From an optimization exercise on the open Yosys and OpenROAD flow, aimed at small area and a short achievable clock period; shortcuts taken in it are not production practice.
Function was checked by simulation only, so behaviour that the tests miss may differ from the original.
No activity file was given, so power comes from the tool's default toggle rates.

**design.v**
```verilog
`timescale 1ns / 1ps
module half(
    input a,
    input b,
    output sum,
    output cy
    );
    assign sum=a^b;
    assign cy=a&b;
endmodule
`timescale 1ns / 1ps
module rcbb(input [1:0]md,
  input [1:0]mr,
  input wire sx,
  input wire sy,
  output [4:0]p
    );
    wire [2:0]x,y;
    wire a,b;
    assign x=({sx&md[1],md[1:0]});
    assign y=({sy&mr[1],mr[1:0]});
    assign a=~x[2]&x[1]&x[0];
    assign b=~y[2]&y[1]&y[0];
    wire w1,w2,w3,w4;
    assign w4 = (a&b);
    assign p[0]=x[0]&y[0];
    half ha1(x[1]&y[0],x[0]&y[1],p[1],w1);   
    xor x1(w2,w1,x[1]&y[1]);
    xor x2(w3,~(x[2]&y[0]),~(x[0]&y[2]));
    xor x3(p[2],w2,w3);
    assign p[4]=(x[2]^y[2])&(x[1]|x[0])&(y[1]|y[0]);
    assign p[3] = w4 ^ p[4];
endmodule
`timescale 1ns / 1ps
module OAFU(
  input [31:0]ip,
  input [31:0]wt,
  input [3:0]sx1,sx2,sx3,sx4,sy1,sy2,sy3,sy4,
  input mode1,mode2,clk,
   output reg signed [15:0]y
    );
    wire  [4:0] pr1,pr2,pr3,pr4,pr5,pr6,pr7,pr8,pr9,pr10,pr11,pr12,pr13,pr14,pr15,pr16;
    wire  [8:0] m1,m2,m3,m4; 
    wire  [8:0] mux11,mux12,mux21,mux22,mux31,mux32,mux41,mux42;
    wire  [8:0] sh1,sh2,sh3,sh4;
    wire  [4:0] a11,a12,a21,a22,a31,a32,a41,a42;
    wire  [8:0] sea11,sea12,sea21,sea22,sea31,sea32,sea41,sea42;
    wire  [7:0]ps1,ps4;
    wire signed [7:0] ps3,ps2;
    wire  [7:0]a1;
    wire  [15:0] merge,mux1,mux2;
    wire  [15:0] shift;
    wire  [15:0]sea1;
    wire signed [15:0]sea2;
    rcbb uu1(ip[1:0],wt[1:0],sx1[0],sy1[0],pr1);
    rcbb uu2(ip[3:2],wt[3:2],sx1[1],sy1[1],pr2);
    rcbb uu3(ip[5:4],wt[5:4],sx1[2],sy1[2],pr3);
    rcbb uu4(ip[7:6],wt[7:6],sx1[3],sy1[3],pr4); 
    assign m1={pr4,pr1[3:0]};
    assign a11=pr4+pr1;   
    assign sea11=(pr4[4]||pr1[4])?({a11[4],a11[4],a11[4],a11[4],a11}):({4'b0000,a11});
    assign mux11= (mode1)?(m1): (sea11);
    assign a12=pr2+pr3;
    assign sea12=(pr2[4]||pr3[4])?({a12[4],a12[4],a12[4],a12[4],a12}):({4'b0000,a12});  
    assign sh1=sea12<<2;      
    assign mux12= (mode1)?(sh1): (sea12);
    assign ps1=mux11+mux12;
    rcbb uu5(ip[9:8],wt[9:8],sx2[0],sy2[0],pr5);
    rcbb uu6(ip[11:10],wt[11:10],sx2[1],sy2[1],pr6);
    rcbb uu7(ip[13:12],wt[13:12],sx2[2],sy2[2],pr7);
    rcbb uu8(ip[15:14],wt[15:14],sx2[3],sy2[3],pr8); 
    assign m2={pr8,pr5[3:0]};
    assign a21=pr8+pr5;   
    assign sea21=(pr8[4]||pr5[4])?({a21[4],a21[4],a21[4],a21[4],a21}):({4'b0000,a21});
    assign mux21= (mode1)?(m2): (sea21);
    assign a22=pr6+pr7;   
    assign sea22=(pr6[4]||pr7[4])?({a22[4],a22[4],a22[4],a22[4],a22}):({4'b0000,a22});
    assign sh2=sea22<<2;      
    assign mux22= (mode1)?(sh2): (sea22);
    assign ps2=mux21+mux22;
    rcbb uu9(ip[17:16],wt[17:16],sx3[0],sy3[0],pr9);
    rcbb uu10(ip[19:18],wt[19:18],sx3[1],sy3[1],pr10);
    rcbb uu11(ip[21:20],wt[21:20],sx3[2],sy3[2],pr11);
    rcbb uu12(ip[23:22],wt[23:22],sx3[3],sy3[3],pr12); 
    assign m3={pr12,pr9[3:0]};
    assign a31=pr12+pr9;   
    assign sea31=(pr12[4]||pr9[4])?({a31[4],a31[4],a31[4],a31[4],a31}):({4'b0000,a31});
    assign mux31= (mode1)?(m3): (sea31);
    assign a32=pr10+pr11;   
    assign sea32=(pr10[4]||pr11[4])?({a32[4],a32[4],a32[4],a32[4],a32}):({4'b0000,a32});
    assign sh3=sea32<<2;      
    assign mux32= (mode1)?(sh3): (sea32);
    assign ps3=mux31+mux32;
    rcbb uu13(ip[25:24],wt[25:24],sx4[0],sy4[0],pr13);
    rcbb uu14(ip[27:26],wt[27:26],sx4[1],sy4[1],pr14);
    rcbb uu15(ip[29:28],wt[29:28],sx4[2],sy4[2],pr15);
    rcbb uu16(ip[31:30],wt[31:30],sx4[3],sy4[3],pr16); 
    assign m4={pr16,pr13[3:0]};
    assign a41=pr16+pr13;   
    assign sea41=(pr16[4]||pr13[4])?({a41[4],a41[4],a41[4],a41[4],a41}):({4'b0000,a41});
    assign mux41= (mode1)?(m4): (sea41);
    assign a42=pr14+pr15;   
    assign sea42=(pr14[4]||pr15[4])?({a42[4],a42[4],a42[4],a42[4],a42}):({4'b0000,a42});
    assign sh4=sea42<<2;      
    assign mux42= (mode1)?(sh4): (sea42);
    assign ps4=mux41+mux42;
    assign merge={ps4,ps1[7:0]};
    assign a1=ps4+ps1;
    assign sea1=(ps4[7]||ps1[7])?({a1[7],a1[7],a1[7],a1[7],a1[7],a1[7],a1[7],a1[7],a1}):({8'b00000000,a1});
    assign mux1= (mode2)?(merge): (sea1);
    assign sea2= ps2+ps3;
    assign shift=sea2<<4;
    assign mux2= (mode2)?(shift): (sea2);
    always @(posedge clk)
    y=mux1+mux2;
    endmodule
```
**run.sh**
```bash
#!/bin/bash
# synth_recipe.tcl (not shown) runs the flow's synth.tcl, then flattens the netlist and writes it again
# the make line also repeats each setting of config.mk as NAME=value (left out here)
make -C /OpenROAD-flow-scripts/flow DESIGN_CONFIG=/design/flow/config.mk WORK_HOME=/design/flow/orfs CLKGATE_MAP_FILE= SYNTH_SCRIPT=/design/flow/synth_recipe.tcl finish
```
**config.mk**
```make
export PLATFORM = sky130hd
export DESIGN_NAME = OAFU
export DESIGN_NICKNAME = OAFU
export VERILOG_FILES = /design/flow/design.v
export SDC_FILE = /design/flow/constraint.sdc
export NUM_CORES = 4
export LEC_CHECK = 0
export CAP_MARGIN = 20
export CORE_MARGIN = 2
export CORE_UTILIZATION = 40
export SETUP_SLACK_MARGIN = 0.15
export SLEW_MARGIN = 20
```
**constraint.sdc**
```tcl
create_clock -name core_clock -period 7.0 [get_ports {clk}]
set_input_delay 1.4000 -clock core_clock [delete_from_list [all_inputs] [get_ports {clk}]]
set_output_delay 1.4000 -clock core_clock [all_outputs]
set_load 0.01 [all_outputs]
```
==> key figures <==
Status
  – Status: complete, no violations

Critical path
  – CP Class: primary input to register
  – CP max-delay cell: o311a_4
  – Crit path DAT: 6.92 ns
  – Crit. End Element: register
  – Worst-path maximum fanout: 3
  – CP Launch Type: primary input
  – Crit-path max cell delay: 0.40 ns
  – Worst EP required: 7.17 ns

STA
  – Minimum clock period: 6.75 ns
  – Relative slew slack: 0.686
  – WHS: 2.18 ns
  – Max Clk Rate: 148 MHz
  – Final setup viols: 0
  – Final Hold Fails: 0
  – Crit share post-route: 0.964
  – RSZ-0062 raised after global routing: false
  – Worst-Margin Slew: 0.470 ns
  – Max-slew violations: 0

Cells and area
  – Area Growth Syn to Fin: 65.8%
  – Commonest non-fill, non-tap cell in the layout: buf_4
  – Nets@finish: 1525
  – Post-layout util: 0.674
  – Most frequent cells in the layout: 269 x buf_4, 98 x ha_1, 92 x nand2_1
  – Layout cells sized above 1: 0.359
  – Final instance count without filler cells: 1514
  – Design area: 0.0111 mm^2
  – Max reg flops: 16
  – Antenna diodes: 0

GRT
  – Initial antenna violation count: 0
  – GR peak layer: met2
  – Gr ovfl total: 0
  – GR Util met3: 0.00989
  – First-pass GRT wire length: 29400 um
  – Pin count of the biggest net entering global routing: 59
  – GR Util met2: 0.364
  – Total track usage: 0.189
  – Vias in the first global route: 6993
  – Met1 Usage GRT: 0.238

Floorplanning
  – Core area: 0.0165 mm^2
  – Initial Utilization: 0.407
  – Chip width: 134 um
  – Top-level port count: 115
  – Die ar.: 0.0179 mm^2
  – Number of core rows: 47
  – DIE HEIGHT: 134 um

Placement
  – Dpl cells: 1457
  – I/O Buffers: 114
  – Routability cong.: 0.880
  – Final HPWL DP: 14500 um
  – Placed cell areas: 0.00972 mm^2

Yosys
  – Yosys warns: 1
  – Gate Count Post-Synth: 919
  – Post-synth EDFFs: 0
  – Synth async-reset ratio: 0
  – Cell area after synthesis: 0.00672 mm^2
  – Sequential fraction of the synthesis area: 0.0476
  – Post-synth top flop: dfxtp_1
  – Synth unique cells: 55
  – Post-synth net total: 1148
  – Avg Synthesized Cell Area: 7.32 um^2
  – FF+latch count, synth: 16

Drt
  – Initial drt markers: 213
  – Final ANT Viol Nets: 0
  – Pre-antenna DRT Iters: 4
  – WL per Instance: 12.4 um
  – Vias per Instance: 4.90
  – DRC viols: 0
  – Vias: 7416
  – WL final: 18800 um

CTS
  – CTS H-tree depth: 1
  – Clock buffer count from CTS: 3
  – Clock Sinks: 16
  – Max clock buf depth: 2
  – Clock transition at path regs: 0.05 ns
  – Post-CTS Hold Buffers: 0
  – Root buf cell: clkbuf_16
  – CTS tree: yes

Min path
  – Hold path start: mode1
  – Hold path depth: 6
  – Hold Path Sink: y[0]
  – Hold Crit Class: primary input to register

Pwr
  – PwrDens: 514 mW/mm^2
  – Pleak: 5.98 nW
  – Worst vdd ir: 0.502 mV

Flow run
  – Max-cap violations: 0
-- through the flow --
stage          TNS, ns  setup WS [ns]  total power [mW]
3_5_place_dp     -1.06         -0.438              4.62
5_1_grt              0         0.0257              6.19
4_1_cts              0          0.137              5.07
2_1_floorplan        0          0.157              2.94
3_3_place_gp    -0.622         -0.325              4.56
6_report             0          0.250              5.73
-- routing by layer --
metal  part of all wire  vias up
met5                  0        -
met4              0.012        0
met3              0.020       18
met2               0.53      112
met1               0.44     3395
li1                   -     3891
-- how the worst max path moves through the flow --
stage                     startpoint    end  slack (ns)  depth (start not counted)
after floorplan               wt[26]  y[15]        0.16                         29
after global placement        wt[30]  y[15]       -0.32                         30
after detailed placement      wt[30]  y[15]       -0.44                         30
after CTS                     sx4[0]  y[15]        0.14                         29
after global routing          wt[28]  y[15]        0.03                         30
final                         wt[28]  y[15]        0.25                         29
-- power breakdown --
group | internal [mW] | switching, mW
clock network | 0.0744 | 0.0288
registers | 0.194 | 0.0120
logic | 2.90 | 2.52
-- critical path, delay by kind of cell --
family                   cells  cell delay (ns)
XOR/XNOR                     5             0.88
AND/OR/NAND/NOR              4             0.78
AO/OA/AOI/OAI               13             2.34
adder cells (fa/ha/maj)      5             1.20
multiplexers                 1             0.12
buffers and inverters        1             0.19
-- layout make-up --
class / count / area (um^2)
Fill cell: 1371 / 5380
Tap cell: 220 / 275
Timing Repair Buffer: 386 / 3330
Multi-Input combinational cell: 806 / 6830
Sequential cell: 16 / 320
Inverter: 83 / 312
Clock buffer: 3 / 75.1
-- cell usage after synthesis, types with 15 or more instances --
| cell | count | area share |
|---|---|---|
| dfxtp_1 | 16 | 0.048 |
| mux2i_1 | 23 | 0.034 |
| o21ai_0 | 39 | 0.029 |
| fa_1 | 15 | 0.045 |
| and2_1 | 49 | 0.046 |
| a21o_1 | 38 | 0.042 |
| a21oi_1 | 105 | 0.078 |
| inv_1 | 83 | 0.046 |
| mux2_2 | 15 | 0.025 |
| xor2_1 | 54 | 0.070 |
| nor2_1 | 48 | 0.027 |
| ha_1 | 115 | 0.21 |
| nand2_1 | 108 | 0.060 |
| nor2b_1 | 24 | 0.022 |
| xnor2_1 | 62 | 0.081 |
-- cells by family after synthesis --
group | synth area share
xor gates and xnor gates | 0.151
AOI/OAI and AO/OA | 0.218
buffers and inverters | 0.0553
DFF | 0.0476
adders and majority gates | 0.259
and+or+nand+nor | 0.210
muxes | 0.0594
-- repair_timing --
| item | CTS | global route |
|---|---|---|
| resized for setup | 28 | 236 |
| gates cloned | 0 | 0 |
| endpoints found under the setup margin | 4 | 8 |
| pin swaps | 30 | 155 |
| setup buffers | 30 | 24 |

==> port drivers added, routing unchanged <==
The results above use ideal ports. As a check the final layout listed here was re-extracted and re-timed, cells and wires unchanged.
Step 1, drivers: a clkbuf_16 drives clk and a buf_2 each remaining input, both assumed.
Step 2 moves the port delays by t, midway between the first and last clock arrival at a register: inputs arrive t later, outputs are due t later. That takes back most of the time a late clock gives input paths.
Three values: no drivers, after step 1, after step 2; two values: the first two.
shift t [ns]: 0.261
setup slack, ns: 0.250 / 0.253 / -0.007
hold WS [ns]: 2.176 / 2.184 / 2.145
latest minus earliest clock arrival (ns): 0.005 / 0.005
Met with ideal ports but missed after step 2: setup timing in this run. For this run, drivers alone change the setup slack by +0.003 ns; drivers and shift together by -0.257 ns.
